What follows belongs to an exercise in optimizing a design on an open flow for small area, a short achievable clock period and few clock cycles per item; a production flow would make more cautious choices. RTL that was checked went through simulation tests only; none was proved equivalent to the original. For runs 5 and 6, only the layout was checked, not whether the RTL still works. No activity file was given, so power comes from the tool's default toggle rates.

--- design/flow/constraint.sdc ---
create_clock -name core_clock -period 8.0 [get_ports {clk}]
set_input_delay 1.6000 -clock core_clock [delete_from_list [all_inputs] [get_ports {clk}]]
set_output_delay 1.6000 -clock core_clock [all_outputs]
set_load 0.01 [all_outputs]
--- design/flow/config.mk ---
export PLATFORM = sky130hd
export DESIGN_NAME = cordic_mod
export DESIGN_NICKNAME = cordic_mod
export VERILOG_FILES = /design/flow/design.v
export SDC_FILE = /design/flow/constraint.sdc
export NUM_CORES = 4
export LEC_CHECK = 0
export CAP_MARGIN = 20
export CORE_MARGIN = 2
export CORE_UTILIZATION = 40
export CTS_BUF_LIST = sky130_fd_sc_hd__clkbuf_4 sky130_fd_sc_hd__clkbuf_8
export CTS_CLUSTER_DIAMETER = 100
export CTS_CLUSTER_SIZE = 32
export SETUP_SLACK_MARGIN = 5.0
export SLEW_MARGIN = 20
export SYNTH_HIERARCHICAL = 1
export SYNTH_MINIMUM_KEEP_SIZE = 0
export TNS_END_PERCENT = 20
--- design/flow/flow/run.sh ---
#!/bin/bash
# The standard layout, except that the port buffers are the smallest buffer
# (buf_1) instead of the flow's default
# pick. Synthesis is the standard one, unchanged.
set -euo pipefail
bash standard.sh synth > synth.log 2>&1
bash standard.sh BUFFER_PORTS_ARGS="-buffer_cell sky130_fd_sc_hd__buf_1" finish > layout.log 2>&1
--- design/flow/standard.sh ---
#!/bin/bash
# synth_recipe.tcl (not shown) runs the flow's synth.tcl, then flattens the netlist and writes it again
# the make line also repeats each setting of config.mk as NAME=value (left out here)
make -C /OpenROAD-flow-scripts/flow DESIGN_CONFIG=/design/flow/config.mk WORK_HOME=/design/flow/orfs CLKGATE_MAP_FILE= SYNTH_SCRIPT=/design/flow/synth_recipe.tcl "${@:-finish}"
--- design/flow/design.v ---
module counter (
	input clk, rst,
	output reg [7:0] step
);
	always @(posedge clk) begin
		if (rst)
			step <= 8'b0000_0001;
		else
			step <= {step[6:0], step[7]};
	end
endmodule
module rotator
(
	input [16:0] x, y,
	input [15:0] angle,
	input neg_dir,
	input [7:0] step,
	output [16:0] xp, yp,
	output [15:0] angle_p,
	output y_is_zero
);
	wire signed [16:0] y_signed = y;
	reg [16:0] x_shifted, y_shifted;
	reg [15:0] t;
	wire y_neg = y[16];
	wire y_pos = ~y[16];
	integer i;
	reg signed [16:0] y_sh;
	localparam [127:0] T = {16'h0051, 16'h00a3, 16'h0146, 16'h028b,
	                        16'h0511, 16'h09fb, 16'h12e4, 16'h2000};
	always @(*) begin
		x_shifted = 17'd0;
		y_shifted = 17'd0;
		t = 16'd0;
		for (i = 0; i < 8; i = i + 1) begin
			x_shifted = x_shifted | ((x >> i) & {17{step[i]}});
			y_sh = y_signed >>> i;
			y_shifted = y_shifted | (y_sh & {17{step[i]}});
			t = t | (T[16*i +: 16] & {16{step[i]}});
		end
	end
	adder #(17) add_x(x, y_shifted ^ {17{y_neg}}, y_neg, xp);
	adder #(17) add_y(y, x_shifted ^ {17{y_pos}}, y_pos, yp);
	wire sub = y_neg ^ neg_dir;
	adder #(16) add_angle(angle, t ^ {16{sub}}, sub, angle_p);
	assign y_is_zero = ~|y;
endmodule
module adder #(parameter W = 17) (
	input [W-1:0] a, b,
	input cin,
	output [W-1:0] sum
);
	localparam N = W + 1;	 
	localparam L = (N <= 2) ? 1 : (N <= 4) ? 2 : (N <= 8) ? 3 : (N <= 16) ? 4 : (N <= 32) ? 5 : 6;
	wire [N-1:0] g [0:L];
	wire [N-1:0] p [0:L];
	assign g[0] = {a & b, cin};
	assign p[0] = {a ^ b, 1'b0};
	genvar l, i;
	generate for (l = 0; l < L; l = l + 1) begin : level
		for (i = 0; i < N; i = i + 1) begin : node
			if (((i >> l) & 1) == 1) begin : merge
				localparam J = ((i >> l) << l) - 1;
				if ((i >> l) == 1) begin : gray
					prefix_gray pc(g[l][i], p[l][i], g[l][J], g[l+1][i]);
					assign p[l+1][i] = 1'b0;
				end
				else begin : black
					prefix_black pc(g[l][i], p[l][i], g[l][J], p[l][J], g[l+1][i], p[l+1][i]);
				end
			end
			else begin : keep
				assign g[l+1][i] = g[l][i];
				assign p[l+1][i] = p[l][i];
			end
		end
	end endgenerate
	assign sum = p[0][N-1:1] ^ g[L][N-2:0];
endmodule
module prefix_black (
	input gh, ph, gl, pl,
	output g, p
);
	assign g = gh | (ph & gl);
	assign p = ph & pl;
endmodule
module prefix_gray (
	input gh, ph, gl,
	output g
);
	assign g = gh | (ph & gl);
endmodule
module cordic_mod(
	input clk, rst,
	input signed [15:0] inp_x, inp_y,
	output [15:0] arctan,
	output reg valid
);
	reg [16:0] x, y;
	reg [15:0] angle;
	reg neg_dir;	 
	reg stop;	 
	wire is_x_negative = inp_x[15];
	wire is_y_negative = inp_y[15];
	wire is_x_zero = ~|inp_x;
	wire is_y_zero = ~|inp_y;
	wire [15:0] below_x, below_y;
	genvar b;
	generate for (b = 0; b < 16; b = b + 1) begin : abs_bits
		if (b == 0) begin : lsb
			assign below_x[b] = 1'b0;
			assign below_y[b] = 1'b0;
		end
		else begin : other
			assign below_x[b] = |inp_x[b-1:0];
			assign below_y[b] = |inp_y[b-1:0];
		end
	end endgenerate
	wire [16:0] abs_x = {1'b0, inp_x ^ (below_x & {16{is_x_negative}})};
	wire [16:0] abs_y = {1'b0, inp_y ^ (below_y & {16{is_y_negative}})};
	reg [15:0] start_angle;
	always @(*) begin
		if (is_x_zero)
			start_angle = {is_y_negative, {15{~is_y_negative}}};
		else if (is_y_zero)
			start_angle = 16'h0000;
		else case ({is_x_negative, is_y_negative})
			2'b00: start_angle = 16'h0000;
			2'b01: start_angle = 16'h0000;
			2'b10: start_angle = 16'h7fff;
			2'b11: start_angle = 16'h8001;
		endcase
	end
	wire [7:0] step;
	counter cntr(clk, rst, step);
	wire [16:0] xp, yp;
	wire [15:0] angle_p;
	wire y_is_zero;
	rotator rttr(x, y, angle, neg_dir, step, xp, yp, angle_p, y_is_zero);
	wire step_en = ~valid & ~stop & ~y_is_zero;
	always @(posedge clk) begin
		if (rst) begin
			x <= abs_x;
			y <= abs_y;
			angle <= start_angle;
			neg_dir <= is_x_negative ^ is_y_negative;
			stop <= is_x_zero;
		end
		else begin
			x <= xp;
			y <= yp;
			if (step_en)
				angle <= angle_p;
			stop <= stop | y_is_zero;
		end
	end
	always @(posedge clk) begin
		if (rst)
			valid <= 1'b0;
		else if (step[7])
			valid <= 1'b1;
	end
	assign arctan = angle;
endmodule
==> results.json, run 1 <==
{
  "hold_path_class": "register to register",
  "power_density_nw_per_um2": 520,
  "synth_edf_count": 17,
  "drt_iter0_markers": 585,
  "syn_area_per_cell_um2": 8.50,
  "max_slew_margin": 0.509,
  "nNetsFinal": 870,
  "crit_buf_inv": 1,
  "p_switching_mw": 1.79,
  "numCtsBuffers": 9,
  "fin_tns_setup_ps": 0,
  "fin_util": 0.462,
  "core_area_um2": 15900,
  "die_w_um": 132,
  "synth_nets": 855,
  "num_rows": 46,
  "p_seq_frac": 0.194,
  "met1_usage": 0.272,
  "cp-end-kind": "register",
  "synth-seq-cells": 61,
  "portBuffers": 50,
  "synth_ff_type": "dfxtp_1",
  "final.min_clock_period_ps": 3000,
  "path_clk_slew_ps": 90,
  "gp_congestion": 0.842,
  "cp.arrival_ps": 3140,
  "crit_cells": 6,
  "use_met3": 0.0281,
  "clock-sinks": 61,
  "outcome": "timing/DRC/antenna clean",
  "whs_ps": 517,
  "grt_overflow": 0,
  "swShare": 0.468,
  "grt_max_degree": 75,
  "critPathTopFamily": "simple AND/OR/NAND/NOR gates",
  "postRouteAntennaNets": 0,
  "worstPathCellList": "buf_6 > or4_4 > nand3b_1 > o21ai_4 > o211ai_4 > o21a_1",
  "die_h_um": 132,
  "synth_top_area_cell": "dfxtp_1",
  "internal-power_mw": 2.04,
  "synth_cells": 771,
  "clkLatencyLatePin_ps": 380,
  "wl_per_cell_um": 18.0,
  "cts_root_buf": "clkbuf_8",
  "hold_viol_final": 0,
  "critPathRequiredTime_ps": 8150,
  "die-area_um2": 17400,
  "num_antenna_cells": 0,
  "grt_pass1_vias": 5582,
  "ys_types": 52,
  "io_pins": 51,
  "clockBufferDepth": 2,
  "ys_async_sr_fraction": 0,
  "power.share.clock": 0.087,
  "htree_levels": 3,
  "cp-start-kind": "primary input",
  "hpwl_um": 11800,
  "setup_viol": 0,
  "antenna_found_initial": 0,
  "yosys-top-cells-area": "dfxtp_1 (13%), a21o_1 (11%), xor2_1 (11%)",
  "drc": 0,
  "start_util": 0.411,
  "wl_um": 18200,
  "use_met2": 0.313,
  "yosysSeqAreaShare": 0.212,
  "drive_above_1_share": 0.102,
  "gr-usage-all-layers": 0.199,
  "ys_warn_count": 11,
  "fin_crit_sh": 0.375,
  "cp_max_fo": 7,
  "tritoncts": "yes",
  "syn_area_um2": 6550,
  "combPwrFrac": 0.718,
  "hold_depth": 2,
  "cap_violations": 0,
  "worstRegToRegCells": 12,
  "synth_top_area_frac": 0.134,
  "viasPerCell": 5.96,
  "cts_hold_buf": 0,
  "worst_pin_slew_ps": 737,
  "slowest_stage": "or4_4",
  "grt_busiest_layer": "met2",
  "worst_clock_skew_ps": 13.7,
  "critical_path_class": "primary input to register",
  "ir_drop_mv": 0.253,
  "p_leak_nw": 3.31,
  "area_delta_synth_final_pct": 12.3,
  "rsz0062_at_grt": "yes",
  "drv_slew": 0,
  "vias": 6003,
  "firstDrtPassIters": 6,
  "grt_pass1_wl_um": 28500,
  "fmax_mhz": 334,
  "critPathMaxStageDelay_ps": 530
}
logic make-up after synthesis:
family / after synthesis / share of synthesized area
AO/OA/AOI/OAI: 273 / 0.300
XOR/XNOR: 119 / 0.169
adder cells (fa/ha/maj): 50 / 0.0955
buffers and inverters: 73 / 0.0548
flip-flops: 61 / 0.212
multiplexers: 5 / 0.00802
AND/OR/NAND/NOR: 190 / 0.161
timing repair:
action,in CTS,in global routing
pin swaps,3,10
setup endpoints to repair,22,29
buffers inserted,5,3
gates cloned,0,2
hold endpoints to repair,0,0
gates resized for setup,16,55
cells in the mapped netlist, types with 2 or more instances:
library cell / instances
nor4_4: 2
a21oi_1: 32
or3_1: 2
xor3_1: 3
inv_1: 6
nand2_1: 23
nand3b_1: 3
a21o_1: 98
a222oi_1: 6
buf_6: 6
nand3_1: 6
edfxtp_1: 17
nor2b_1: 9
xnor2_1: 34
o21ai_0: 13
or2_2: 2
clkbuf_1: 31
buf_4: 2
nor2_1: 43
ha_1: 50
o21a_1: 14
and2_1: 51
o32ai_1: 2
dfxtp_1: 44
nor3_1: 12
buf_2: 25
o22ai_1: 2
mux2_2: 2
nor4_1: 6
xor2_1: 81
o41ai_1: 2
mux2i_1: 3
or4_1: 2
o31ai_1: 4
a22oi_1: 92
nand4_1: 23
a31oi_1: 3
path summary, 6_finish.rpt:
path / slack, ps / endpoint / from
worst min register to register: 520 / stop$_DFF_P_ / stop$_DFF_P_
worst max register to register: 5070 / x[16]$_SDFF_PP0_ / y[16]$_SDFF_PP0_
worst max-delay path: 5000 / angle[10]$_DFFE_PP_ / inp_y[14]
worst min-delay path: 520 / stop$_DFF_P_ / stop$_DFF_P_
layout by cell type (no fill, tap or decap), types with 17 or more instances in the layout:
| cell | instances |
|---|---|
| dfxtp_1 | 42 |
| nand4_1 | 23 |
| nor2_1 | 41 |
| a22oi_1 | 91 |
| edfxtp_1 | 17 |
| ha_1 | 50 |
| xor2_1 | 81 |
| and2_1 | 51 |
| xnor2_1 | 32 |
| a21oi_1 | 32 |
| buf_1 | 37 |
| nand2_1 | 23 |
| a21o_1 | 94 |
sequential cells by signal (all words and copies together), names as in the netlist:
signal / flops
cntr.step: 8
valid: 1
neg_dir: 1
angle: 16
x: 17
stop: 1
y: 17
worst register-to-register path: stages, from the launching register on:
cell	delay, ps
dfxtp_2	380
buf_12	190
inv_4	150
or3_1	390
mux2i_1	200
ha_1	300
and2_1	180
a21o_1	200
a21o_1	190
a21o_1	170
a21o_1	160
xor3_1	160
nor2b_1	130
routing by layer:
metal | share of wire | vias to the layer above
li1 | - | 2875
met1 | 0.45 | 2862
met2 | 0.47 | 233
met3 | 0.053 | 33
met4 | 0.023 | 0
met5 | 0 | -
modules after synthesis, one instance, submodules excluded, a selection:
module / cells / times used / flip-flops and latches / cell area (um^2)
cordic_mod: 250 / 1 / 53 / 2420
rotator: 259 / 1 / 0 / 1800
counter: 16 / 1 / 8 / 210
prefix_black: 2 / 51 / 0 / 13.8
prefix_gray: 1 / 47 / 0 / 7.51
final cells by class:
type                            count  area [um^2]
Clock buffer                        9          124
Clock inverter                      7          104
Fill cell                        1614         8580
Inverter                            7         28.8
Multi-Input combinational cell    638         4950
Sequential cell                    61         1390
Tap cell                          216          270
Timing Repair Buffer               69          485
metrics by stage:
stage | std cells | total power [mW] | setup slack (ps) | instance area (um^2)
2_1_floorplan | 771 | 2.87 | 4930 | 6550
6_report | 1007 | 3.82 | 5000 | 7360
5_1_grt | 1007 | 4.19 | 4910 | 7360
4_1_cts | 1002 | 3.73 | 4980 | 7120
3_3_place_gp | 981 | 3.34 | 4430 | 6760
3_5_place_dp | 981 | 3.34 | 4390 | 6760
power groups by stage:
stage | combinational [mW] | sequential (mW) | clock [mW]
after detailed placement | 2.60 | 0.736 | 0
after floorplan | 2.27 | 0.596 | 0
after global routing | 3.07 | 0.760 | 0.352
after global placement | 2.60 | 0.739 | 0
final | 2.75 | 0.743 | 0.334
after CTS | 2.67 | 0.729 | 0.340
Testbench counts, summed over its fixed seeds: cycles 108,000, items 12,000.
==> run 2: changes to the inputs <==
--- a/design/flow/config.mk
+++ b/design/flow/config.mk
@@ -11,8 +11,8 @@
 export CTS_BUF_LIST = sky130_fd_sc_hd__clkbuf_4 sky130_fd_sc_hd__clkbuf_8
 export CTS_CLUSTER_DIAMETER = 100
 export CTS_CLUSTER_SIZE = 32
-export SETUP_SLACK_MARGIN = 5.0
+export SETUP_SLACK_MARGIN = 4.9
 export SLEW_MARGIN = 20
 export SYNTH_HIERARCHICAL = 1
 export SYNTH_MINIMUM_KEEP_SIZE = 0
-export TNS_END_PERCENT = 20
+export TNS_END_PERCENT = 0
==> run 2 against run 1 <==
Compared with the run above:
- total power is 1.7% lower
- fmax is 2.2% lower
- utilization is 1.5 points lower
- largest power group unchanged
- clock skew hardly changed
==> results.json, run 2 <==
{
  "critPathMaxStageDelay_ps": 440,
  "final.min_clock_period_ps": 3070,
  "worst_pin_slew_ps": 740,
  "die_h_um": 132,
  "fin_tns_setup_ps": 0,
  "clockBufferDepth": 2,
  "swShare": 0.471,
  "cp.arrival_ps": 3180,
  "final_common_cell": "a21o_1",
  "syn_area_per_cell_um2": 8.50,
  "drt_iter0_markers": 511,
  "hold_path_class": "register to register",
  "internal-power_mw": 1.99,
  "cts_hold_buf": 0,
  "path_clk_slew_ps": 80,
  "hpwl_um": 11800,
  "nNetsFinal": 863,
  "drc": 0,
  "grt_pass1_wl_um": 28000,
  "die_w_um": 132,
  "synth_edf_count": 17,
  "start_util": 0.411,
  "viasPerCell": 5.78,
  "io_pins": 51,
  "core_area_um2": 15900,
  "grt_max_degree": 76,
  "syn_area_um2": 6550,
  "setup_viol": 0,
  "yosysSeqAreaShare": 0.212,
  "cp-start-kind": "primary input",
  "clkLatencyLatePin_ps": 380,
  "drv_slew": 0,
  "p_seq_frac": 0.197,
  "design_area_um2": 7120,
  "cts_root_buf": "clkbuf_8",
  "max_slew_margin": 0.507,
  "critPathRequiredTime_ps": 8110,
  "ys_warn_count": 11,
  "layout_common_cells": "a21o_1 (96), a22oi_1 (92), xor2_1 (81)",
  "vias": 5777,
  "combPwrFrac": 0.714,
  "worstPathCellList": "buf_1 > nor3_1 > nand4_1 > or2_2 > a21oi_1 > o22ai_1",
  "firstDrtPassIters": 6,
  "outcome": "timing/DRC/antenna clean",
  "synth_top_area_cell": "dfxtp_1",
  "fin_crit_sh": 0.383,
  "tritoncts": "yes",
  "power.share.clock": 0.089,
  "yosys-top-cells-area": "dfxtp_1 (13%), a21o_1 (11%), xor2_1 (11%)",
  "ys_types": 52,
  "gr-usage-all-layers": 0.197,
  "synth_ff_type": "dfxtp_1",
  "htree_levels": 3,
  "hold_viol_final": 0,
  "antenna_found_initial": 0,
  "fmax_mhz": 326,
  "grt_pass1_vias": 5505,
  "cp_max_fo": 5,
  "rsz0062_at_grt": "yes",
  "postRouteAntennaNets": 0,
  "wl_per_cell_um": 17.3,
  "post_dp_cell_area_um2": 6750,
  "power_density_nw_per_um2": 528,
  "ir_drop_mv": 0.247,
  "slowest_stage": "nor3_1",
  "worst_clock_skew_ps": 13.6,
  "clock-sinks": 61,
  "critPathTopFamily": "simple AND/OR/NAND/NOR gates",
  "synth_cells": 771,
  "cap_violations": 0,
  "synth_top_area_frac": 0.134,
  "cp-end-kind": "register",
  "drive_above_1_share": 0.0689,
  "crit_buf_inv": 1,
  "ys_async_sr_fraction": 0,
  "wl_um": 17300,
  "top_regs": "x x17, y x17, angle x16",
  "gp_congestion": 0.851,
  "p_leak_nw": 3.21,
  "critical_path_class": "primary input to register",
  "p_switching_mw": 1.77,
  "num_antenna_cells": 0,
  "numCtsBuffers": 9,
  "grt_overflow": 0,
  "synth-seq-cells": 61,
  "synth_most_common_cell": "a21o_1",
  "num_rows": 46,
  "synthTopCellsByCount": "a21o_1 (98), a22oi_1 (92), xor2_1 (81), and2_1 (51), ha_1 (50)",
  "synth_nets": 855,
  "die-area_um2": 17400,
  "portBuffers": 50,
  "area_delta_synth_final_pct": 8.69
}
-- run 2: final cells by class --
cell class / instances / area, um^2
well taps: 216 / 270
multi-input cells: 637 / 4860
fillers: 1629 / 8820
flip-flops and latches: 61 / 1400
clock buffers: 9 / 124
inverters: 7 / 28.8
repair buffers: 63 / 345
clock inverters: 7 / 104
-- run 2: logic make-up after synthesis --
logic type | after synthesis | share of synthesized area
AOI/OAI and AO/OA | 273 | 0.300
and+or+nand+nor | 190 | 0.161
xor gates and xnor gates | 119 | 0.169
buffers and inverters | 73 | 0.0548
DFF | 61 | 0.212
adders and majority gates | 50 | 0.0955
muxes | 5 | 0.00802
-- run 2: per-module statistics from Yosys, one instance, submodules excluded, a selection --
module / cells / cell area (um^2) / flops+latches
cordic_mod: 250 / 2420 / 53
prefix_black: 2 / 13.8 / 0
counter: 16 / 210 / 8
rotator: 259 / 1800 / 0
prefix_gray: 1 / 7.51 / 0
-- run 2: metrics by stage --
step	utilization	power (mW)	hold slack, ps	std cells	setup slack, ps
2_1_floorplan	-	2.87	432	771	4930
3_3_place_gp	0.423	3.35	519	980	4500
3_5_place_dp	0.423	3.35	504	980	4450
4_1_cts	0.441	3.73	526	1000	4740
5_1_grt	0.447	4.13	559	1000	4870
6_report	0.447	3.76	528	1000	4930
-- run 2: what timing repair did --
item	in CTS	in global routing
resized for setup	1	25
buffers inserted	4	0
hold endpoints to repair	0	0
pin swaps	1	0
endpoints found under the setup margin	33	30
-- run 2: final timing paths --
kind / from / to / slack, ps / cells after the start
max reg2reg: cntr.step[4]$_SDFF_PP0_ / angle[15]$_DFFE_PP_ / 5050 / 12
min reg2reg: stop$_DFF_P_ / stop$_DFF_P_ / 530 / 2
min: stop$_DFF_P_ / stop$_DFF_P_ / 530 / 2
max: inp_y[0] / angle[15]$_DFFE_PP_ / 4930 / 6
-- run 2: per-layer routing --
layer | share of wire | track usage
met1 | 0.46 | 0.263
met2 | 0.47 | 0.325
met3 | 0.046 | 0.0269
met4 | 0.019 | 0.0737
met5 | 0 | 0
-- run 2: power groups by stage --
stage	registers [mW]	logic [mW]	clock network [mW]
floorplan	0.596	2.27	0
global placement	0.742	2.61	0
detailed placement	0.735	2.61	0
CTS	0.728	2.66	0.340
global route	0.760	3.02	0.353
finish	0.739	2.69	0.334
-- run 2: tightest hold or removal path: stages (launching register included) --
cell,delay (ps)
dfxtp_1,330
nor3_1,60
a21oi_1,100
==> run 3: changes to the inputs <==
--- a/design/flow/config.mk
+++ b/design/flow/config.mk
@@ -11,7 +11,7 @@
 export CTS_BUF_LIST = sky130_fd_sc_hd__clkbuf_4 sky130_fd_sc_hd__clkbuf_8
 export CTS_CLUSTER_DIAMETER = 100
 export CTS_CLUSTER_SIZE = 32
-export SETUP_SLACK_MARGIN = 4.9
+export SETUP_SLACK_MARGIN = 4.8
 export SLEW_MARGIN = 20
 export SYNTH_HIERARCHICAL = 1
 export SYNTH_MINIMUM_KEEP_SIZE = 0
==> run 3 against run 2 <==
Compared with the run above:
- still clean on timing, DRC and antenna
- non-clock buffer count unchanged
- fmax decreased by 1.6%
- final area decreased by 1.1%
- die area unchanged
- final cell count unchanged
- synthesized cell count unchanged
- global-route usage unchanged
- count of clock-buffer cells in the layout unchanged
- wire length decreased by 0.46%
- total power decreased by 0.70%
- combinational power about the same
==> results.json, run 3 <==
{
  "yosys-top-cells-area": "dfxtp_1 (13%), a21o_1 (11%), xor2_1 (11%)",
  "cts_root_buf": "clkbuf_8",
  "synth_ff_type": "dfxtp_1",
  "p_leak_nw": 3.20,
  "grt_overflow": 0,
  "rsz0062_at_grt": "yes",
  "critPathMaxStageDelay_ps": 450,
  "post_dp_cell_area_um2": 6750,
  "worst_pin_slew_ps": 732,
  "ys_types": 52,
  "clockBufferDepth": 2,
  "setup_viol": 0,
  "drv_slew": 0,
  "grt_pass1_wl_um": 28000,
  "gr-usage-all-layers": 0.197,
  "synth_most_common_cell": "a21o_1",
  "power_density_nw_per_um2": 530,
  "antenna_found_initial": 0,
  "cap_violations": 0,
  "wl_um": 17200,
  "layout_common_cells": "a21o_1 (98), a22oi_1 (92), xor2_1 (81)",
  "cp-end-kind": "register",
  "start_util": 0.411,
  "core_area_um2": 15900,
  "wl_per_cell_um": 17.2,
  "yosysSeqAreaShare": 0.212,
  "cp-start-kind": "register",
  "drive_above_1_share": 0.0625,
  "num_rows": 46,
  "postRouteAntennaNets": 0,
  "hpwl_um": 11800,
  "clock-sinks": 61,
  "design_area_um2": 7050,
  "top_regs": "x x17, y x17, angle x16",
  "cp_max_fo": 32,
  "synth_nets": 855,
  "critical_path_class": "register to register",
  "num_antenna_cells": 0,
  "synth-seq-cells": 61,
  "firstDrtPassIters": 6,
  "vias": 5747,
  "outcome": "timing/DRC/antenna clean",
  "ys_async_sr_fraction": 0,
  "final_common_cell": "a21o_1",
  "htree_levels": 3,
  "viasPerCell": 5.75,
  "grt_pass1_vias": 5505,
  "grt_max_degree": 76,
  "synth_cells": 771,
  "drc": 0,
  "slowest_stage": "dfxtp_1",
  "die_w_um": 132,
  "gp_congestion": 0.851,
  "io_pins": 51,
  "ys_warn_count": 11,
  "cp.arrival_ps": 3380,
  "ir_drop_mv": 0.247,
  "syn_area_um2": 6550,
  "timing.critical_path.mode_cell": "a21o_1",
  "portBuffers": 50,
  "fin_tns_setup_ps": 0,
  "die-area_um2": 17400,
  "hold_path_class": "register to register",
  "numCtsBuffers": 9,
  "die_h_um": 132,
  "fmax_mhz": 321,
  "fin_crit_sh": 0.390,
  "nNetsFinal": 863,
  "area_delta_synth_final_pct": 7.54,
  "synthTopCellsByCount": "a21o_1 (98), a22oi_1 (92), xor2_1 (81), and2_1 (51), ha_1 (50)",
  "synth_edf_count": 17,
  "path_clk_slew_ps": 90,
  "max_slew_margin": 0.512,
  "critPathRequiredTime_ps": 8270,
  "tritoncts": "yes",
  "worst_clock_skew_ps": 13.4,
  "clkLatencyLatePin_ps": 390,
  "worstPathCellList": "buf_4 > a22oi_1 > nand4_1 > xnor2_1 > ha_1 > a21o_1 > a21o_1 > a21o_1 > a21o_1 > a21o_1 > xor3_1 > nor2b_1",
  "synth_top_area_frac": 0.134,
  "drt_iter0_markers": 523,
  "syn_area_per_cell_um2": 8.50,
  "hold_viol_final": 0,
  "synth_top_area_cell": "dfxtp_1",
  "final.min_clock_period_ps": 3120,
  "total_power_mw": 3.73
}
## run 3: cell counts after synthesis
No cell type changed its count.
## run 3: final cells by class
class,instances,area [um^2]
fill,1629,8890
tap,216,270
clock inverter,7,104
clock buffer,9,124
sequential,61,1390
timing repair buffer,63,318
inverter,7,28.8
multi-input combinational,637,4810
## run 3: stage by stage
step / std cells / util / hold slack [ps] / setup WS (ps)
floorplan: 771 / - / 432 / 4930
global placement: 980 / 0.423 / 519 / 4500
detailed placement: 980 / 0.423 / 504 / 4450
CTS: 1000 / 0.441 / 526 / 4740
global route: 1000 / 0.442 / 559 / 4720
finish: 1000 / 0.442 / 532 / 4880
## run 3: cells by family (layout without fill, tap and decap cells)
family,after synthesis,after routing,share of synthesized area
DFF,61,61,0.212
muxes,5,5,0.00802
buffers and inverters,73,86,0.0548
and+or+nand+nor,190,190,0.161
xor gates and xnor gates,119,119,0.169
AOI/OAI and AO/OA,273,273,0.300
adders and majority gates,50,50,0.0955
## run 3: repair_timing
action / in CTS / in global routing
hold buffers: 0 / 0
gates resized for setup: 1 / 8
setup endpoints to repair: 11 / 21
buffers inserted: 4 / 0
pin swaps: 1 / 0
## run 3: path summary, 6_finish.rpt
path	cells past startpoint	slack, ps	endpoint	start
worst min-delay path	2	530	stop$_DFF_P_	stop$_DFF_P_
worst max register to register	12	4880	y[16]$_SDFF_PP0_	cntr.step[0]$_SDFF_PP1_
worst min register to register	2	530	stop$_DFF_P_	stop$_DFF_P_
worst max-delay path	12	4880	y[16]$_SDFF_PP0_	cntr.step[0]$_SDFF_PP1_
## run 3: layer usage
metal  routed length, um  global-route usage  up-vias
li1                    -                   -     2867
met5                   0                   0        -
met4                 350              0.0737        0
met3                 811              0.0269       23
met1                8010               0.263     2700
met2                8060               0.325      157
## run 3: per-module statistics from Yosys, one instance, submodules excluded, excerpt
module        times used  flops+latches
prefix_gray           47              0
cordic_mod             1             53
prefix_black          51              0
counter                1              8
rotator                1              0
## run 3: worst max-delay path: cells and delay by family, from the launching register on
kind	cells	cell delay (ps)
xor gates and xnor gates	2	320
AOI/OAI and AO/OA	6	1260
and+or+nand+nor	2	250
DFF	1	450
adders and majority gates	1	290
buffers and inverters	1	390
## run 3: where the power goes
group	internal [mW]	switching [mW]	leakage, nW
Sequential	0.485	0.252	0.546
Clock	0.180	0.155	0.115
Combinational	1.30	1.36	2.54
==> run 4: changes to the inputs <==
--- a/design/flow/config.mk
+++ b/design/flow/config.mk
@@ -15,4 +15,3 @@
 export SLEW_MARGIN = 20
 export SYNTH_HIERARCHICAL = 1
 export SYNTH_MINIMUM_KEEP_SIZE = 0
-export TNS_END_PERCENT = 0
==> run 4 against run 3 <==
Compared with the run above:
- still clean
- first-iteration DRC count up 1.3%
- fmax increased by 0.17%
- count of clock-buffer cells in the layout is the same
- area after synthesis unchanged
- highest routed layer unchanged
==> results.json, run 4 <==
{
  "power_density_nw_per_um2": 528,
  "cp-end-kind": "register",
  "worst_clock_skew_ps": 12.9,
  "grt_pass1_wl_um": 28000,
  "portBuffers": 50,
  "synth-seq-cells": 61,
  "area_delta_synth_final_pct": 7.66,
  "dp_slack_ps": 4450,
  "internal-power_mw": 1.97,
  "nNetsFinal": 863,
  "total_power_mw": 3.73,
  "critPathLaunch": "inp_x[1]",
  "critical_path_class": "primary input to register",
  "synth_edf_count": 17,
  "wl_um": 17200,
  "synth_top_area_cell": "dfxtp_1",
  "top_regs": "x x17, y x17, angle x16",
  "clock-sinks": 61,
  "numCtsBuffers": 9,
  "syn_area_um2": 6550,
  "syn_area_per_cell_um2": 8.50,
  "vias": 5724,
  "n_fill_cell": 1629,
  "num_rows": 46,
  "power.share.clock": 0.089,
  "min-delay-start": "stop$_DFF_P_",
  "yosys-top-cells-area": "dfxtp_1 (13%), a21o_1 (11%), xor2_1 (11%)",
  "layout_common_cells": "a21o_1 (98), a22oi_1 (92), xor2_1 (81)",
  "max_slew_margin": 0.512,
  "start_util": 0.411,
  "core_area_um2": 15900,
  "path_clk_slew_ps": 80,
  "swShare": 0.472,
  "hold_viol_final": 0,
  "p_leak_nw": 3.20,
  "fin_ws_ps": 4890,
  "drive_above_1_share": 0.0625,
  "fin_tns_setup_ps": 0,
  "combPwrFrac": 0.713,
  "cp.arrival_ps": 3240,
  "grt_pass1_vias": 5505,
  "firstDrtPassIters": 9,
  "drt_iter0_markers": 530,
  "cp-start-kind": "primary input",
  "p_seq_frac": 0.198,
  "setup_viol": 0,
  "yosysSeqAreaShare": 0.212,
  "ir_drop_mv": 0.246,
  "synth_ff_type": "dfxtp_1",
  "synth_nets": 855,
  "hold_path_class": "register to register",
  "ys_warn_count": 11,
  "ys_async_sr_fraction": 0,
  "synth_most_common_cell": "a21o_1",
  "ys_types": 52,
  "hpwl_um": 11800,
  "htree_levels": 3,
  "rsz0062_at_grt": "yes",
  "final.min_clock_period_ps": 3110,
  "worst_pin_slew_ps": 731,
  "clockBufferDepth": 2,
  "grt_overflow": 0,
  "antenna_found_initial": 0,
  "cts_hold_buf": 0,
  "worstReg2RegStart": "cntr.step[7]$_SDFF_PP0_",
  "outcome": "timing/DRC/antenna clean",
  "clkLatencyLatePin_ps": 380,
  "viasPerCell": 5.72,
  "fmax_mhz": 321,
  "tritoncts": "yes",
  "gr-usage-all-layers": 0.197,
  "cp_max_fo": 14,
  "drc": 0,
  "cap_violations": 0,
  "synthTopCellsByCount": "a21o_1 (98), a22oi_1 (92), xor2_1 (81), and2_1 (51), ha_1 (50)",
  "io_pins": 51,
  "synth_top_area_frac": 0.134,
  "critPathRequiredTime_ps": 8130,
  "die_h_um": 132,
  "synth_cells": 771,
  "final_common_cell": "a21o_1",
  "cts_root_buf": "clkbuf_8",
  "die_w_um": 132,
  "gp_congestion": 0.851,
  "p_switching_mw": 1.76,
  "wl_per_cell_um": 17.2,
  "num_antenna_cells": 0,
  "design_area_um2": 7060,
  "fin_crit_sh": 0.389,
  "grt_max_degree": 76,
  "postRouteAntennaNets": 0,
  "die-area_um2": 17400,
  "drv_slew": 0,
  "post_dp_cell_area_um2": 6750
}
-- run 4: cell count changes in the layout (fill, tap and decap cells not counted) --
cell	delta
buf_4	-2
buf_6	+2
-- run 4: Yosys stat by module, one instance, submodules excluded, excerpt --
module | cell area, um^2 | copies in the design | flip-flops and latches
prefix_gray | 7.51 | 47 | 0
rotator | 1800 | 1 | 0
prefix_black | 13.8 | 51 | 0
cordic_mod | 2420 | 1 | 53
counter | 210 | 1 | 8
-- run 4: worst max-delay path, cell delays in order --
cell,delay [ps]
buf_1,150
nor4_4,360
nand4_2,260
nor3_1,300
o211ai_2,350
o21a_1,220
-- run 4: worst paths after layout --
check | to | slack, ps | cells past startpoint
worst max-delay path | angle[6]$_DFFE_PP_ | 4890 | 6
worst min-delay path | stop$_DFF_P_ | 530 | 2
worst min register to register | stop$_DFF_P_ | 530 | 2
worst max register to register | y[16]$_SDFF_PP0_ | 4970 | 11
-- run 4: metrics by stage --
step,cells,utilization,hold slack [ps]
4_1_cts,1000,0.441,526
5_1_grt,1000,0.443,559
3_3_place_gp,980,0.423,519
2_1_floorplan,771,-,432
3_5_place_dp,980,0.423,504
6_report,1000,0.443,531
-- run 4: final cells by class --
cell class | instances | area [um^2] | area share
Tap cell | 216 | 270 | 0.0383
Sequential cell | 61 | 1390 | 0.197
Clock inverter | 7 | 104 | 0.0147
Clock buffer | 9 | 124 | 0.0176
Inverter | 7 | 28.8 | 0.00408
Multi-Input combinational cell | 637 | 4810 | 0.682
Timing Repair Buffer | 63 | 325 | 0.0461
-- run 4: logic make-up after synthesis --
kind of cell / after synthesis / share of synthesized area
compound gates: 273 / 0.300
xor+xnor: 119 / 0.169
fa+ha+maj: 50 / 0.0955
buf+inv: 73 / 0.0548
flops: 61 / 0.212
mux: 5 / 0.00802
simple gates: 190 / 0.161
-- run 4: repair_timing --
item | in CTS | in global routing
resized for setup | 2 | 9
buffers inserted | 4 | 0
pin swaps | 1 | 0
endpoints found under the setup margin | 11 | 17
gates cloned | 0 | 0
-- run 4: layer usage --
layer | up-vias | global-route usage | share of wire
li1 | 2867 | - | -
met1 | 2671 | 0.263 | 0.46
met2 | 163 | 0.325 | 0.47
met3 | 23 | 0.0269 | 0.046
met4 | 0 | 0.0737 | 0.021
met5 | - | 0 | 0
-- run 4: power by group through the flow --
stage,combinational [mW],clock [mW],sequential (mW)
5_1_grt,2.99,0.353,0.759
3_3_place_gp,2.61,0,0.742
6_report,2.66,0.333,0.736
4_1_cts,2.67,0.340,0.729
2_1_floorplan,2.27,0,0.596
3_5_place_dp,2.61,0,0.735
==> run 5: changes to the inputs <==
--- a/design/flow/design.v
+++ b/design/flow/design.v
@@ -100,6 +100,7 @@
 	reg [15:0] angle;
 	reg neg_dir;	 
 	reg stop;	 
+	reg x_zero;	 
 	wire is_x_negative = inp_x[15];
 	wire is_y_negative = inp_y[15];
 	wire is_x_zero = ~|inp_x;
@@ -120,11 +121,7 @@
 	wire [16:0] abs_y = {1'b0, inp_y ^ (below_y & {16{is_y_negative}})};
 	reg [15:0] start_angle;
 	always @(*) begin
-		if (is_x_zero)
-			start_angle = {is_y_negative, {15{~is_y_negative}}};
-		else if (is_y_zero)
-			start_angle = 16'h0000;
-		else case ({is_x_negative, is_y_negative})
+		case ({is_x_negative, is_y_negative})
 			2'b00: start_angle = 16'h0000;
 			2'b01: start_angle = 16'h0000;
 			2'b10: start_angle = 16'h7fff;
@@ -138,18 +135,23 @@
 	wire y_is_zero;
 	rotator rttr(x, y, angle, neg_dir, step, xp, yp, angle_p, y_is_zero);
 	wire step_en = ~valid & ~stop & ~y_is_zero;
+	wire special = step[0] & ~valid & stop;
+	wire [15:0] special_angle = {16{x_zero}} & {neg_dir, {15{~neg_dir}}};
 	always @(posedge clk) begin
 		if (rst) begin
 			x <= abs_x;
 			y <= abs_y;
 			angle <= start_angle;
 			neg_dir <= is_x_negative ^ is_y_negative;
-			stop <= is_x_zero;
+			stop <= is_x_zero | is_y_zero;
+			x_zero <= is_x_zero;
 		end
 		else begin
 			x <= xp;
 			y <= yp;
-			if (step_en)
+			if (special)
+				angle <= special_angle;
+			else if (step_en)
 				angle <= angle_p;
 			stop <= stop | y_is_zero;
 		end
--- a/design/flow/config.mk
+++ b/design/flow/config.mk
@@ -11,7 +11,7 @@
 export CTS_BUF_LIST = sky130_fd_sc_hd__clkbuf_4 sky130_fd_sc_hd__clkbuf_8
 export CTS_CLUSTER_DIAMETER = 100
 export CTS_CLUSTER_SIZE = 32
-export SETUP_SLACK_MARGIN = 4.8
+export SETUP_SLACK_MARGIN = 5.0
 export SLEW_MARGIN = 20
 export SYNTH_HIERARCHICAL = 1
 export SYNTH_MINIMUM_KEEP_SIZE = 0
==> run 5 against run 4 <==
Compared with the run above:
- fmax grew 5.8%
- critical path depth grew 6
- sequential share of layout area shrank 0.67 points
- via count grew 5.9%
- total power grew 7.7%
- non-clock buffer count grew 23
- final area grew 8.1%
- worst setup slack gained 170 ps
- first-iteration DRC count grew 14%
- sequential power grew 4.5%
- sequential cell count grew 1
- utilization grew 2.2 points
- critical endpoint is now x[14]$_DFF_P_
==> results.json, run 5 <==
{
  "outcome": "timing/DRC/antenna clean",
  "drc": 0,
  "use_met2": 0.325,
  "firstDrtPassIters": 8,
  "cp-end-kind": "register",
  "min-delay-start": "valid$_SDFFE_PP0P_",
  "start_util": 0.405,
  "drt_iter0_markers": 604,
  "setup_viol": 0,
  "n_fill_cell": 1605,
  "power_density_nw_per_um2": 527,
  "final.min_clock_period_ps": 2940,
  "critical_path_class": "register to register",
  "cap_violations": 0,
  "synth_cells": 779,
  "vias": 6060,
  "cp.arrival_ps": 3210,
  "tritoncts": "yes",
  "clkLatencyLatePin_ps": 390,
  "portBuffers": 50,
  "synth_most_common_cell": "a21o_1",
  "p_leak_nw": 3.55,
  "hpwl_um": 12400,
  "clock-sinks": 62,
  "hold_viol_final": 0,
  "wl_per_cell_um": 18.3,
  "antenna_found_initial": 0,
  "path_clk_slew_ps": 80,
  "synth_nets": 862,
  "top_regs": "x x17, y x17, angle x16",
  "synth_top_area_frac": 0.132,
  "met1_usage": 0.294,
  "synth-seq-cells": 62,
  "max_slew_margin": 0.304,
  "hold_depth": 2,
  "worst_pin_slew_ps": 1030,
  "clockBufferDepth": 2,
  "viasPerCell": 5.86,
  "drive_above_1_share": 0.135,
  "synth_ff_type": "dfxtp_1",
  "die_h_um": 133,
  "postRouteAntennaNets": 0,
  "rsz0062_at_grt": "yes",
  "io_pins": 51,
  "worstRegToRegCells": 12,
  "htree_levels": 3,
  "cts_root_buf": "clkbuf_8",
  "yosys-top-cells-area": "dfxtp_1 (13%), a21o_1 (13%), a22oi_1 (10%)",
  "fin_crit_sh": 0.368,
  "grt_pass1_vias": 5706,
  "gp_congestion": 0.787,
  "wl_um": 19000,
  "hold_path_class": "register to register",
  "num_rows": 47,
  "die-area_um2": 17700,
  "critPathRequiredTime_ps": 8270,
  "drv_slew": 0,
  "core_area_um2": 16400,
  "r2r-end": "x[14]$_DFF_P_",
  "final_common_cell": "a21o_1",
  "num_antenna_cells": 0,
  "synthTopCellsByCount": "a21o_1 (112), a22oi_1 (92), xor2_1 (78), and2_1 (51), ha_1 (49)",
  "min_to": "valid$_SDFFE_PP0P_",
  "yosysSeqAreaShare": 0.214,
  "syn_area_um2": 6650,
  "cts_hold_buf": 0,
  "nNetsFinal": 892,
  "gr-usage-all-layers": 0.210,
  "synth_edf_count": 18,
  "grt_overflow": 0,
  "die_w_um": 133,
  "ys_async_sr_fraction": 0,
  "grt_pass1_wl_um": 29800,
  "fmax_mhz": 340,
  "syn_area_per_cell_um2": 8.54,
  "ir_drop_mv": 0.226,
  "synth_top_area_cell": "dfxtp_1",
  "grt_max_degree": 79,
  "whs_ps": 567,
  "cp_max_fo": 17,
  "fin_tns_setup_ps": 0,
  "grt_busiest_layer": "met2",
  "use_met3": 0.0425,
  "worst_clock_skew_ps": 11.0,
  "area_delta_synth_final_pct": 14.7,
  "ys_warn_count": 11,
  "ys_types": 53,
  "cp-start-kind": "register",
  "layout_common_cells": "a21o_1 (108), a22oi_1 (87), xor2_1 (78)",
  "numCtsBuffers": 9,
  "rrSetupSlack_ps": 5060,
  "worstReg2RegStart": "cntr.step[3]$_SDFF_PP0_"
}
[run 5: worst max-delay path by stage]
stage                                  from                  end  depth (start not counted)
finish              cntr.step[3]$_SDFF_PP0_        x[14]$_DFF_P_                         12
global route              neg_dir$_DFFE_PP_  angle[15]$_DFFE_PP_                         11
CTS                 cntr.step[3]$_SDFF_PP0_  angle[15]$_DFFE_PP_                         12
detailed placement                      rst   angle[5]$_DFFE_PP_                          6
global placement                        rst   angle[6]$_DFFE_PP_                          6
floorplan                          inp_y[1]        y[12]$_DFF_P_                          5
[run 5: layer usage]
metal  routed length, um  up-vias
met4                 231        0
met2                8550      217
met1                8960     2872
met5                   0        -
li1                    -     2955
met3                1210       16
[run 5: timing repair]
action                                  in CTS  in global routing
buffers inserted                             4                 17
resized for setup                           32                 43
endpoints found under the setup margin      54                 31
gates cloned                                 1                  3
pin swaps                                    1                 28
[run 5: final cells by class]
class                   count  area [um^2]  area share
multi-input cells         645         5030       0.659
well taps                 220          275      0.0361
flip-flops and latches     62         1460       0.191
clock inverters             6         86.3      0.0113
inverters                   5         27.5     0.00361
clock buffers              10          131      0.0172
repair buffers             86          627      0.0822
[run 5: stage by stage]
stage	worst slack (ps)	power (mW)	util	cell area [um^2]	std cells
floorplan	5040	2.85	-	6660	779
global placement	3890	3.36	0.419	6870	993
detailed placement	3870	3.36	0.419	6870	993
CTS	5000	3.80	0.443	7270	1014
global route	4910	4.38	0.465	7630	1034
finish	5060	4.02	0.465	7630	1034
[run 5: modules after synthesis, one instance, submodules excluded, excerpt]
| module | cells | times used | flip-flops and latches |
|---|---|---|---|
| cordic_mod | 258 | 1 | 54 |
| rotator | 259 | 1 | 0 |
| counter | 16 | 1 | 8 |
| prefix_black | 2 | 51 | 0 |
| prefix_gray | 1 | 47 | 0 |
[run 5: logic make-up (layout without fill, tap and decap cells)]
family	Yosys count	count (layout)	share of synthesized area
XOR/XNOR	115	115	0.161
AO/OA/AOI/OAI	277	277	0.307
multiplexers	6	6	0.00941
flip-flops	62	62	0.214
AND/OR/NAND/NOR	198	198	0.163
adder cells (fa/ha/maj)	49	49	0.0922
buffers and inverters	72	107	0.0538
[run 5: critical path: stages (launching register included)]
cell      delay (ps)
dfxtp_4          370
buf_12           150
a222oi_1         300
nand3_1          160
mux2i_2          280
ha_1             310
and2_4           150
a21o_1           230
a21o_1           180
a21o_1           160
xor2_1           140
a222oi_1         310
nand2_1           80
[run 5: power by group]
| group | total, mW | switching [mW] | internal (mW) |
|---|---|---|---|
| sequential | 0.769 | 0.275 | 0.494 |
| combinational | 2.92 | 1.44 | 1.48 |
| clock | 0.326 | 0.148 | 0.178 |
==> run 6: changes to the inputs <==
==> design/flow/flow/run.sh (replaced) <==
#!/bin/bash
set -euo pipefail
bash standard.sh synth > synth.log 2>&1
bash standard.sh BUFFER_PORTS_ARGS="-buffer_cell sky130_fd_sc_hd__buf_1" SETUP_SLACK_MARGIN=5.3 finish > layout.log 2>&1
==> run 6 against run 5 <==
Compared with the run above:
- still clean
- die area stayed put
- worst hold slack got worse by 19 ps
- count of clock-buffer cells in the layout grew 1
- via count rose by 7.7%
- clock skew about the same
- wire length increased by 13%
==> results.json, run 6 <==
{
  "outcome": "timing/DRC/antenna clean",
  "final_cells": 1105,
  "whs_ps": 548,
  "yosysSeqAreaShare": 0.214,
  "syn_area_per_cell_um2": 8.54,
  "postRouteAntennaNets": 0,
  "clock-sinks": 62,
  "clockBufferDepth": 2,
  "drt_iter0_markers": 628,
  "cp.arrival_ps": 3160,
  "grt_busiest_layer": "met2",
  "hpwl_um": 12700,
  "vias": 6527,
  "crit_end": "x[14]$_DFF_P_",
  "n_fill_cell": 1489,
  "grt_pass1_vias": 6085,
  "rrSetupSlack_ps": 5100,
  "worst_clock_skew_ps": 11.3,
  "start_util": 0.405,
  "power_density_nw_per_um2": 536,
  "cp-start-kind": "register",
  "synth_nets": 862,
  "firstDrtPassIters": 6,
  "synth-seq-cells": 62,
  "cts_root_buf": "clkbuf_8",
  "swShare": 0.446,
  "grt_pass1_wl_um": 33200,
  "worstReg2RegStart": "cntr.step[1]$_SDFF_PP0_",
  "synth_top_area_cell": "dfxtp_1",
  "grt_max_degree": 78,
  "antenna_found_initial": 0,
  "wl_per_cell_um": 19.5,
  "power.share.clock": 0.056,
  "yosys-top-cells-area": "dfxtp_1 (13%), a21o_1 (13%), a22oi_1 (10%)",
  "die_h_um": 133,
  "die_w_um": 133,
  "combPwrFrac": 0.773,
  "place_inst": 993,
  "synthAdderAreaFrac": 0.0922,
  "critPathLaunch": "cntr.step[1]$_SDFF_PP0_",
  "max_slew_margin": 0.431,
  "ys_warn_count": 11,
  "ff_latch_area_um2": 1460,
  "num_rows": 47,
  "hold_viol_final": 0,
  "worstRegToRegCells": 12,
  "p_seq_frac": 0.171,
  "r2r-end": "x[14]$_DFF_P_",
  "fin_crit_sh": 0.362,
  "htree_levels": 3,
  "cp_max_fo": 5,
  "multi_input_area_um2": 5430,
  "clkLatencyLatePin_ps": 380,
  "gr-usage-all-layers": 0.235,
  "top_regs": "x x17, y x17, angle x16",
  "design_area_um2": 8710,
  "synth_xor_area_frac": 0.161,
  "hold_path_class": "register to register",
  "synth_edf_count": 18,
  "synthMuxAreaShare": 0.00941,
  "area_delta_synth_final_pct": 31.0,
  "use_met2": 0.357,
  "path_clk_slew_ps": 80,
  "fmax_mhz": 345,
  "dp_slack_ps": 4450,
  "wl_um": 21500,
  "drive_above_1_share": 0.270,
  "ys_types": 53,
  "synth_compound_gate_area_share": 0.307,
  "critical_path_class": "register to register",
  "syn_area_um2": 6650,
  "drc": 0,
  "synth_simple_gate_area_frac": 0.163,
  "critPathRequiredTime_ps": 8270,
  "ir_drop_mv": 0.232,
  "layout_common_cells": "a21o_1 (109), a22oi_1 (74), xor2_1 (71)",
  "ys_async_sr_fraction": 0,
  "post_dp_cell_area_um2": 6980,
  "synth_ff_type": "dfxtp_1",
  "use_met3": 0.0494,
  "met1_usage": 0.331,
  "io_pins": 51,
  "internal-power_mw": 2.59,
  "fin_tns_setup_ps": 0,
  "core_area_um2": 16400,
  "gp_congestion": 0.866,
  "grt_overflow": 0,
  "synthTopCellsByCount": "a21o_1 (112), a22oi_1 (92), xor2_1 (78), and2_1 (51), ha_1 (49)",
  "worst_pin_slew_ps": 853,
  "final.min_clock_period_ps": 2900,
  "final_common_cell": "a21o_1",
  "rsz0062_at_grt": "yes",
  "p_switching_mw": 2.08,
  "drv_slew": 0,
  "tritoncts": "yes",
  "synth_top_family_by_area": "compound AO/OA/AOI/OAI gates",
  "fin_ws_ps": 5100,
  "synth_top_area_frac": 0.132,
  "synth_cells": 779,
  "p_leak_nw": 4.04,
  "viasPerCell": 5.91,
  "die-area_um2": 17700,
  "cap_violations": 0,
  "nNetsFinal": 963,
  "num_antenna_cells": 0,
  "portBuffers": 50,
  "synth_most_common_cell": "a21o_1",
  "setup_viol": 0,
  "numCtsBuffers": 9,
  "cp-end-kind": "register"
}
## run 6: worst min path at each step
stage	cells after the start	endpoint	from	slack, ps
2_1_floorplan	1	cntr.step[2]$_SDFF_PP0_	cntr.step[1]$_SDFF_PP0_	460
3_3_place_gp	2	valid$_SDFFE_PP0P_	valid$_SDFFE_PP0P_	570
3_5_place_dp	2	valid$_SDFFE_PP0P_	valid$_SDFFE_PP0P_	580
4_1_cts	2	valid$_SDFFE_PP0P_	valid$_SDFFE_PP0P_	600
5_1_grt	2	valid$_SDFFE_PP0P_	valid$_SDFFE_PP0P_	580
6_report	2	valid$_SDFFE_PP0P_	valid$_SDFFE_PP0P_	550
## run 6: modules after synthesis (local to each module, per instance), excerpt
module        area, um^2  flops+latches
cordic_mod          2520             54
rotator             1800              0
counter              210              8
prefix_black        13.8              0
prefix_gray         7.51              0
## run 6: layer usage
layer	share of wire	wire length, um	vias up
met5	0	0	-
met4	0.028	612	0
met3	0.068	1470	44
met2	0.45	9780	247
met1	0.45	9640	3127
li1	-	-	3109
## run 6: layout make-up
class,instances,area share
multi-input combinational,647,0.623
sequential,62,0.167
timing repair buffer,155,0.156
tap,220,0.0316
clock buffer,11,0.0159
clock inverter,5,0.00302
inverter,5,0.00302
## run 6: repair_timing
item	CTS	global route
endpoints found under the setup margin	60	38
hold buffers	0	0
cloned	7	6
buffers inserted	56	27
gates resized for setup	70	77
pin swaps	61	71
endpoints found under the hold margin	0	0
## run 6: kinds of logic (layout without fill, tap and decap cells)
family / after synthesis / after routing
compound gates: 277 / 278
simple gates: 198 / 199
xor+xnor: 115 / 115
buf+inv: 72 / 176
flops: 62 / 62
fa+ha+maj: 49 / 49
mux: 6 / 6
## run 6: power by group through the flow
stage | registers [mW] | clock network (mW) | logic (mW)
global placement | 0.786 | 0 | 2.58
finish | 0.800 | 0.261 | 3.61
global route | 0.813 | 0.280 | 3.94
detailed placement | 0.785 | 0 | 2.58
CTS | 0.766 | 0.265 | 3.12
floorplan | 0.602 | 0 | 2.26
## run 6: critical path: stages, from the launching register on
cell and delay, ps:
dfxtp_4 410, buf_12 150, a222oi_1 320, nand2_1 140
mux2i_2 240, ha_1 320, and2_1 190, and2_1 150
a21o_1 170, a21o_1 150, xor2_1 140, a222oi_1 320
nand2_1 80
## run 6: stage by stage
step / total power, mW / utilization
finish: 4.67 / 0.531
floorplan: 2.86 / -
global route: 5.03 / 0.531
global placement: 3.37 / 0.426
detailed placement: 3.36 / 0.426
CTS: 4.15 / 0.486

re-timing with driven ports:
In the flow no input, the clock included, has a driving cell. The finished layouts below were timed again as built, in two steps.
Step 1: set_driving_cell puts a clkbuf_16 on clk and a buf_2 on each other input, an assumption about the parent block.
Step 2 also shifts input and output timing later by t, the mid clock arrival at the registers, as if the neighbouring blocks saw the same clock.
a / b / c = ideal / step 1 / step 2; a / b = the first two.
run | t (ns) | slack for setup (ns) | hold WS [ns] | clock arrival spread, ns | pins driven straight from the clock port
run 1 | 0.413 | 5.002 / 5.007 / 4.594 | 0.517 / 0.517 / 0.517 | 0.013 / 0.014 | 1
run 2 | 0.413 | 4.935 / 4.951 / 4.537 | 0.528 / 0.528 / 0.528 | 0.014 / 0.013 | 1
run 3 | 0.417 | 4.884 / 4.884 / 4.491 | 0.532 / 0.532 / 0.532 | 0.013 / 0.013 | 1
run 4 | 0.413 | 4.889 / 4.905 / 4.492 | 0.531 / 0.531 / 0.531 | 0.013 / 0.013 | 1
run 5 | 0.422 | 5.060 / 5.060 / 4.710 | 0.567 / 0.567 / 0.567 | 0.011 / 0.011 | 1
run 6 | 0.412 | 5.105 / 5.105 / 4.892 | 0.548 / 0.548 / 0.548 | 0.012 / 0.011 | 1
After both steps every run listed still meets setup and hold. The setup slack of run 1, which loses most, moves by +0.005 ns with the drivers and by -0.408 ns with both steps.
